This design comes from an exercise in tuning for small area and a short achievable clock period on the open sky130 flow, not from production work. RTL that was checked went through simulation tests only; none was proved equivalent to the original.

==> run a <==
==> flow/design.v <==
module packet_identifier #(
    parameter GEN1_PIPEWIDTH = 8,
    parameter GEN2_PIPEWIDTH = 16,
    parameter GEN3_PIPEWIDTH = 32,
    parameter GEN4_PIPEWIDTH = 8,
    parameter GEN5_PIPEWIDTH = 8
)(
    input  [511:0] data_in,
    input  [63:0]  DK,
    input          valid_pd,
    input  [2:0]   gen,
    input          linkup,
    input          clk,
    input          rst,
    input  [4:0]   numberOfDetectedLanes,
    input  [127:0] syncHeader,
    output [511:0] data_out,
    output [63:0]  pl_valid,
    output [63:0]  pl_dlpstart,
    output [63:0]  pl_dlpend,
    output [63:0]  pl_tlpstart,
    output [63:0]  pl_tlpedb,
    output [63:0]  pl_tlpend,
    output         w
);
assign data_out = data_in;
assign w = valid_pd & linkup;
wire m12 = (gen == 3'd1) | (gen == 3'd2);
reg [2:0] lb;    
reg       bnz;   
reg [2:0] ln;    
always @* begin
    bnz = 1'b1;
    case (gen)
        3'd1: lb = 3'd0;
        3'd2: lb = 3'd1;
        3'd3: lb = 3'd2;
        3'd4: lb = 3'd0;
        3'd5: lb = 3'd0;
        default: begin lb = 3'd0; bnz = 1'b0; end
    endcase
    case (numberOfDetectedLanes)
        5'b00001: ln = 3'd0;
        5'b00010: ln = 3'd1;
        5'b00100: ln = 3'd2;
        5'b01000: ln = 3'd3;
        default:  ln = 3'd4;
    endcase
end
wire [2:0] lv = lb + ln;   
wire [6:0] vseg;
assign vseg[0] = bnz;
assign vseg[1] = bnz & (lv >= 3'd1);
assign vseg[2] = bnz & (lv >= 3'd2);
assign vseg[3] = bnz & (lv >= 3'd3);
assign vseg[4] = bnz & (lv >= 3'd4);
assign vseg[5] = bnz & (lv >= 3'd5);
assign vseg[6] = bnz & (lv >= 3'd6);
reg       act_q, ty_q, hd_q, s1_q;
reg [6:0] c_q;
reg [5:0] hx_q;
reg        act, ty, hd, s1, e0, e1;
reg [6:0]  c;
reg [63:0] b1ev;
reg [63:0] o_tlpstart, o_dlpstart, o_tlpend, o_tlpedb, o_dlpend, o_valid;
reg [7:0]  d;
reg        q, p, k, dt;
reg        hiF, isFB, isFD, isFE, is5C, isF0, is53, isxF, isC0;
reg        kFB, k5C, kFD, kFE, stp, sdp1, sdp2, b1, tst, dec, fin, c2, zs;
reg [6:0]  bor;
reg [6:0]  cd;
reg [2:0]  seg;
integer i, b;
always @* begin
    act = act_q;
    ty  = ty_q;
    hd  = hd_q;
    s1  = s1_q;
    c   = c_q;
    e0  = (c_q == 7'd0);
    e1  = (c_q == 7'd1);
    for (i = 0; i < 64; i = i + 1) begin
        seg = (i == 0) ? 3'd0 : (i < 2) ? 3'd1 : (i < 4) ? 3'd2 : (i < 8) ? 3'd3 :
              (i < 16) ? 3'd4 : (i < 32) ? 3'd5 : 3'd6;
        d  = data_in[8*i +: 8];
        q  = vseg[seg] & m12;
        p  = vseg[seg] & ~m12 & syncHeader[2*i+1] & ~syncHeader[2*i];
        k  = q & DK[i];
        dt = q & ~DK[i];
        hiF  = &d[7:4];
        isFB = hiF & (d[3:0] == 4'hB);
        isFD = hiF & (d[3:0] == 4'hD);
        isFE = hiF & (d[3:0] == 4'hE);
        isF0 = hiF & (d[3:0] == 4'h0);
        is5C = (d == 8'h5C);
        is53 = (d == 8'h53);
        isxF = &d[3:0];
        isC0 = (d == 8'hC0);
        kFB = k & isFB;
        k5C = k & is5C;
        kFD = k & isFD;
        kFE = k & isFE;
        stp  = p & ~act & ~s1 & isxF;
        sdp1 = p & ~act & ~s1 & isF0;
        sdp2 = p & s1 & is53;
        dec  = p & act;
        fin  = dec & e0;
        b1   = dec & hd & c[1] & c[0];
        tst  = dec & hd & ~c[1] & c[0];
        c2   = (c == 7'd2);
        o_tlpstart[i] = kFB | tst;
        o_dlpstart[i] = k5C | sdp2;
        o_tlpend[i]   = (kFD & act & ty) | (fin & ty & ~isC0);
        o_tlpedb[i]   = kFE | (fin & ty & isC0);
        o_dlpend[i]   = (kFD & act & ~ty) | (fin & ~ty);
        o_valid[i]    = (dt & act) | (dec & ~hd & ~fin);
        b1ev[i] = b1;
        zs = 1'b1;
        for (b = 0; b < 7; b = b + 1) begin
            bor[b] = dec & zs;
            zs = zs & ~c[b];
        end
        cd = c ^ bor;
        c[0] = cd[0] & ~sdp2;
        c[1] = cd[1] & ~sdp2;
        c[2] = cd[2] & ~(stp & ~d[4]) & ~sdp2;
        c[3] = cd[3] & ~(stp & ~d[5]);
        c[4] = cd[4] & ~(stp & ~d[6]) & ~sdp2;
        c[5] = cd[5] & ~(stp & ~d[7]) & ~sdp2;
        c[6] = cd[6] & ~(b1 & ~(|d[5:0])) & ~sdp2;
        e0  = dec ? e1 : e0;
        e1  = dec ? c2 : e1;
        act = kFB | k5C | stp | sdp2 | (act & ~fin & ~kFD & ~kFE);
        ty  = kFB | stp | (ty & ~k5C & ~sdp2);
        hd  = stp | (hd & ~tst);
        s1  = sdp1 | (s1 & ~sdp2);
    end
end
assign pl_tlpstart = o_tlpstart;
assign pl_dlpstart = o_dlpstart;
assign pl_tlpend   = o_tlpend;
assign pl_tlpedb   = o_tlpedb;
assign pl_dlpend   = o_dlpend;
assign pl_valid    = o_valid;
reg [5:0] hsel;
reg       later;
integer kk;
always @* begin
    hsel = 6'd0;
    later = 1'b0;
    for (kk = 63; kk >= 0; kk = kk - 1) begin
        hsel = hsel | ({6{b1ev[kk] & ~later}} & data_in[8*kk +: 6]);
        later = later | b1ev[kk];
    end
end
wire anyb1 = later;
wire [5:0] hx_pre = anyb1 ? ((hsel == 6'd0) ? 6'd0 : hsel - 6'd1) : hx_q;
wire       norm = act & ~hd & ty & ~c[6] & (hx_pre != 6'd0);
always @(posedge clk) begin
    if (!rst) begin
        act_q <= 1'b0;
        ty_q  <= 1'b0;
        hd_q  <= 1'b0;
        s1_q  <= 1'b0;
        c_q   <= 7'h7F;
        hx_q  <= 6'd0;
    end else begin
        act_q <= act;
        ty_q  <= ty;
        hd_q  <= hd;
        s1_q  <= s1;
        c_q   <= {c[6] | norm, c[5:0]};
        hx_q  <= norm ? hx_pre - 6'd1 : hx_pre;
    end
end
endmodule
==> flow/flow/run.sh <==
#!/bin/bash
# Own layout flow: the standard flow (standard.sh) with
#  - the standard flow's synthesis script, but an area-oriented ABC mapping script (flow/area.abc),
#    no full-adder extraction and no buffers on pass-through wires;
#  - sky130_fd_sc_hd__buf_1 as the buffer on every input and output port.
# Each tool's output goes to the ORFS logs under orfs/logs; make's output to flow_make.log.
set -euo pipefail
W=$(pwd)
# the ORFS synthesis script, with the ABC arguments re-pointed at our script
sed -e 's|^source \$::env(SCRIPTS_DIR)/synth_preamble.tcl$|&\nset abc_args [list -script '"$W"'/flow/area.abc {*}$lib_args {*}$lib_dont_use_args]|' \
    "$FLOW_HOME/scripts/synth.tcl" > "$W/synth_own_orfs.tcl"
grep -q "flow/area.abc" "$W/synth_own_orfs.tcl"
# The standard flow's synthesis wrapper, sourcing the patched script
sed -e "s|source \$::env(SCRIPTS_DIR)/synth.tcl|source $W/synth_own_orfs.tcl|" \
    "$W/synth_recipe.tcl" > "$W/synth_own.tcl"
grep -q "synth_own_orfs.tcl" "$W/synth_own.tcl"
bash "$W/standard.sh" \
    SYNTH_SCRIPT="$W/synth_own.tcl" \
    SYNTH_INSBUF=0 \
    SETUP_SLACK_MARGIN=238 \
    ADDER_MAP_FILE= \
    "BUFFER_PORTS_ARGS=-buffer_cell sky130_fd_sc_hd__buf_1" \
    finish > "$W/flow_make.log" 2>&1
test -s "$W/out/final.def"
==> flow/flow/area.abc <==
strash
&get -n
&st
&syn2
&dch -f
&nf -R 1000
&put
==> flow/standard.sh <==
#!/bin/bash
# synth_recipe.tcl (not shown) runs the flow's synth.tcl, then flattens the netlist and writes it again
# the make line also repeats each setting of config.mk as NAME=value (left out here)
make -C /OpenROAD-flow-scripts/flow DESIGN_CONFIG=/design/flow/config.mk WORK_HOME=/design/flow/orfs CLKGATE_MAP_FILE= SYNTH_SCRIPT=/design/flow/synth_recipe.tcl "${@:-finish}"
==> flow/config.mk <==
export PLATFORM = sky130hd
export DESIGN_NAME = packet_identifier
export DESIGN_NICKNAME = packet_identifier
export VERILOG_FILES = /design/flow/design.v
export SDC_FILE = /design/flow/constraint.sdc
export NUM_CORES = 4
export LEC_CHECK = 0
export ABC_AREA = 1
export CAP_MARGIN = 20
export CELL_PAD_IN_SITES_DETAIL_PLACEMENT = 2
export CELL_PAD_IN_SITES_GLOBAL_PLACEMENT = 2
export CORE_AREA = 4 4 1046 156
export DIE_AREA = 0 0 1050 160
export PLACE_DENSITY = 0.4
export SLEW_MARGIN = 20
==> flow/constraint.sdc <==
create_clock -name core_clock -period 500.0 [get_ports {clk}]
set_input_delay 100.0000 -clock core_clock [delete_from_list [all_inputs] [get_ports {clk}]]
set_output_delay 100.0000 -clock core_clock [all_outputs]
set_load 0.01 [all_outputs]
==> run b (differences from run a) <==
==> flow/design.v, changed modules only <==
module packet_identifier #(
    parameter GEN1_PIPEWIDTH = 8,
    parameter GEN2_PIPEWIDTH = 16,
    parameter GEN3_PIPEWIDTH = 32,
    parameter GEN4_PIPEWIDTH = 8,
    parameter GEN5_PIPEWIDTH = 8
)(
    input  [511:0] data_in,
    input  [63:0]  DK,
    input          valid_pd,
    input  [2:0]   gen,
    input          linkup,
    input          clk,
    input          rst,
    input  [4:0]   numberOfDetectedLanes,
    input  [127:0] syncHeader,
    output [511:0] data_out,
    output [63:0]  pl_valid,
    output [63:0]  pl_dlpstart,
    output [63:0]  pl_dlpend,
    output [63:0]  pl_tlpstart,
    output [63:0]  pl_tlpedb,
    output [63:0]  pl_tlpend,
    output         w
);
assign data_out = data_in;
assign w = valid_pd & linkup;
wire m12 = (gen == 3'd1) | (gen == 3'd2);
reg [2:0] lb;    
reg       bnz;   
reg [2:0] ln;    
always @* begin
    bnz = 1'b1;
    case (gen)
        3'd1: lb = 3'd0;
        3'd2: lb = 3'd1;
        3'd3: lb = 3'd2;
        3'd4: lb = 3'd0;
        3'd5: lb = 3'd0;
        default: begin lb = 3'd0; bnz = 1'b0; end
    endcase
    case (numberOfDetectedLanes)
        5'b00001: ln = 3'd0;
        5'b00010: ln = 3'd1;
        5'b00100: ln = 3'd2;
        5'b01000: ln = 3'd3;
        default:  ln = 3'd4;
    endcase
end
wire [2:0] lv = lb + ln;   
wire [6:0] vseg;
assign vseg[0] = bnz;
assign vseg[1] = bnz & (lv >= 3'd1);
assign vseg[2] = bnz & (lv >= 3'd2);
assign vseg[3] = bnz & (lv >= 3'd3);
assign vseg[4] = bnz & (lv >= 3'd4);
assign vseg[5] = bnz & (lv >= 3'd5);
assign vseg[6] = bnz & (lv >= 3'd6);
reg       pt_q, pd_q, s1_q, hd_q;
reg [6:0] c_q;
reg [5:0] hx_q;
reg        pt, pd, s1, hd;
reg [6:0]  c;
reg [63:0] b1ev;
reg [63:0] o_tlpstart, o_dlpstart, o_tlpend, o_tlpedb, o_dlpend, o_valid;
reg [7:0]  d;
reg        q, p, k, dt;
reg        hiF, isFB, isFD, isFE, is5C, isF0, is53, isxF, isC0;
reg        idle, kFB, k5C, kFD, kFE, stp, sdp1, sdp2, b1, tst, dec, fin;
reg [7:0]  bor;
reg [6:0]  cd;
reg [2:0]  seg;
integer i, b;
always @* begin
    pt = pt_q;
    pd = pd_q;
    s1 = s1_q;
    hd = hd_q;
    c  = c_q;
    for (i = 0; i < 64; i = i + 1) begin
        seg = (i == 0) ? 3'd0 : (i < 2) ? 3'd1 : (i < 4) ? 3'd2 : (i < 8) ? 3'd3 :
              (i < 16) ? 3'd4 : (i < 32) ? 3'd5 : 3'd6;
        d  = data_in[8*i +: 8];
        q  = vseg[seg] & m12;
        p  = vseg[seg] & ~m12 & syncHeader[2*i+1] & ~syncHeader[2*i];
        k  = q & DK[i];
        dt = q & ~DK[i];
        hiF  = &d[7:4];
        isFB = hiF & (d[3:0] == 4'hB);
        isFD = hiF & (d[3:0] == 4'hD);
        isFE = hiF & (d[3:0] == 4'hE);
        isF0 = hiF & (d[3:0] == 4'h0);
        is5C = (d == 8'h5C);
        is53 = (d == 8'h53);
        isxF = &d[3:0];
        isC0 = (d == 8'hC0);
        idle = ~(pt | pd | s1 | hd);
        kFB = k & isFB;
        k5C = k & is5C;
        kFD = k & isFD;
        kFE = k & isFE;
        stp  = p & idle & isxF;
        sdp1 = p & idle & isF0;
        sdp2 = p & s1 & is53;
        b1   = p & hd & c[1] & c[0];
        tst  = p & hd & ~c[1] & c[0];
        dec  = p & (hd | pt | pd);
        bor[0] = dec;
        for (b = 0; b < 7; b = b + 1)
            bor[b+1] = bor[b] & ~c[b];
        fin = bor[7];
        o_tlpstart[i] = kFB | tst;
        o_dlpstart[i] = k5C | sdp2;
        o_tlpend[i]   = (kFD & pt) | (fin & pt & ~isC0);
        o_tlpedb[i]   = kFE | (fin & pt & isC0);
        o_dlpend[i]   = (kFD & pd) | (fin & pd);
        o_valid[i]    = (dt & (pt | pd)) | (dec & ~hd & ~fin);
        b1ev[i] = b1;
        cd = c ^ bor[6:0];
        c[0] = cd[0] & ~sdp2;
        c[1] = cd[1] & ~sdp2;
        c[2] = cd[2] & ~(stp & ~d[4]) & ~sdp2;
        c[3] = cd[3] & ~(stp & ~d[5]);
        c[4] = cd[4] & ~(stp & ~d[6]) & ~sdp2;
        c[5] = cd[5] & ~(stp & ~d[7]) & ~sdp2;
        c[6] = cd[6] & ~(b1 & ~(|d[5:0])) & ~sdp2;
        pt = kFB | (pt & ~(k5C | kFD | kFE) & ~fin) | tst;
        pd = k5C | (pd & ~(kFB | kFD | kFE) & ~fin) | sdp2;
        s1 = sdp1 | (s1 & ~sdp2);
        hd = stp | (hd & ~tst);
    end
end
assign pl_tlpstart = o_tlpstart;
assign pl_dlpstart = o_dlpstart;
assign pl_tlpend   = o_tlpend;
assign pl_tlpedb   = o_tlpedb;
assign pl_dlpend   = o_dlpend;
assign pl_valid    = o_valid;
reg [5:0] hsel;
reg       later;
integer kk;
always @* begin
    hsel = 6'd0;
    later = 1'b0;
    for (kk = 63; kk >= 0; kk = kk - 1) begin
        hsel = hsel | ({6{b1ev[kk] & ~later}} & data_in[8*kk +: 6]);
        later = later | b1ev[kk];
    end
end
wire anyb1 = later;
wire [5:0] hx_pre = anyb1 ? ((hsel == 6'd0) ? 6'd0 : hsel - 6'd1) : hx_q;
wire       norm = pt & ~c[6] & (hx_pre != 6'd0);
always @(posedge clk) begin
    if (!rst) begin
        pt_q <= 1'b0;
        pd_q <= 1'b0;
        s1_q <= 1'b0;
        hd_q <= 1'b0;
        c_q  <= 7'h7F;
        hx_q <= 6'd0;
    end else begin
        pt_q <= pt;
        pd_q <= pd;
        s1_q <= s1;
        hd_q <= hd;
        c_q  <= {c[6] | norm, c[5:0]};
        hx_q <= norm ? hx_pre - 6'd1 : hx_pre;
    end
end
endmodule
==> flow/run.sh (new file) <==
#!/bin/bash
# synth_recipe.tcl (not shown) runs the flow's synth.tcl, then flattens the netlist and writes it again
# the make line also repeats each setting of config.mk as NAME=value (left out here)
make -C /OpenROAD-flow-scripts/flow DESIGN_CONFIG=/design/flow/config.mk WORK_HOME=/design/flow/orfs CLKGATE_MAP_FILE= SYNTH_SCRIPT=/design/flow/synth_recipe.tcl finish
==> flow/config.mk (replaced) <==
export PLATFORM = sky130hd
export DESIGN_NAME = packet_identifier
export DESIGN_NICKNAME = packet_identifier
export VERILOG_FILES = /design/flow/design.v
export SDC_FILE = /design/flow/constraint.sdc
export NUM_CORES = 4
export LEC_CHECK = 0
export CAP_MARGIN = 20
export CELL_PAD_IN_SITES_DETAIL_PLACEMENT = 2
export CELL_PAD_IN_SITES_GLOBAL_PLACEMENT = 2
export CORE_MARGIN = 2
export CORE_UTILIZATION = 25
export PLACE_DENSITY = 0.4
export SLEW_MARGIN = 20
removed: flow/flow/run.sh
removed: flow/flow/area.abc
removed: flow/standard.sh
==> results_dict.tcl <==
set metrics [dict create \
    pre_cts_slack_ns 231.10 \
    status "no timing/DRC/antenna violations" \
    holdCritPathClass "register to register" \
    crit_path_start_kind "input pin" \
    synthSimpleGateAreaFrac_pct 60.6 \
    htreeDepth 1 \
    core_area_mm2 0.156 \
    yosysTopAreaCellShare_pct 12.7 \
    grtUsageTotal_pct 33.6 \
    wl_mm 302 \
    ctsHoldBuffers 0 \
    final.clkbuf_count 4 \
    synthTopCellsByArea "nor2_1 13%, nand2_1 9.8%, nor3_1 7.6%" \
    slew_viol_final 0 \
    grt_pass1_vias 49800 \
    path_clk_slew_ns 0.06 \
    grt_util_met2_pct 42.9 \
    clock_sinks 17 \
    whs_endpoint "hx_q[5]" \
    ant_nets 0 \
]
That was run a.
==> results_dict.tcl <==
set metrics [dict create \
    status "did not finish" \
    lastStage "3_2_place_iop" \
    error "[ERROR PPL-0024] Number of IO pins (1613) exceeds maximum number of available positions (1530). Increase the die perimeter from 1690.98um to 2193.68um." \
    synth.distinct_cells 154 \
    yosys-top-cells-count "850 x nor2_1, 679 x nand2_1, 542 x buf_4" \
    yosysTopAreaCellShare_pct 12.9 \
    synth_nets 7931 \
    synth_area_mm2 0.0438 \
    synthSimpleGateAreaFrac_pct 42.5 \
    synthTopCellsByArea "ha_1 13%, buf_4 9.3%, nor2_1 7.3%" \
    synth.most_common_cell "nor2_1" \
    yosysWarnings 1 \
]
That was run b.
No functional check of the RTL was part of run b.

## re-timing with driven ports
In the flow no input, the clock included, has a driving cell. The finished layout below was timed again as built, in two steps. Step 1 sets driving cells, clkbuf_16 on the clock port and buf_2 on the other inputs (assumed; they add their load-dependent delay and slew). Step 2 moves the port delays by t, midway between the first and last clock arrival at a register: inputs arrive t later, outputs are due t later. That takes back most of the time a late clock gives input paths. Slacks: ideal / step 1 / step 2; pairs: ideal / step 1.
run: run a
shift t [ns]: 0.294
setup slack, ns: 241.904 / 241.833 / 241.833
worst data-port slew with drivers (ns): 0.15
After both steps run a still meets setup and hold. The setup slack of run a moves by -0.071 ns with the drivers and by -0.071 ns with both steps.
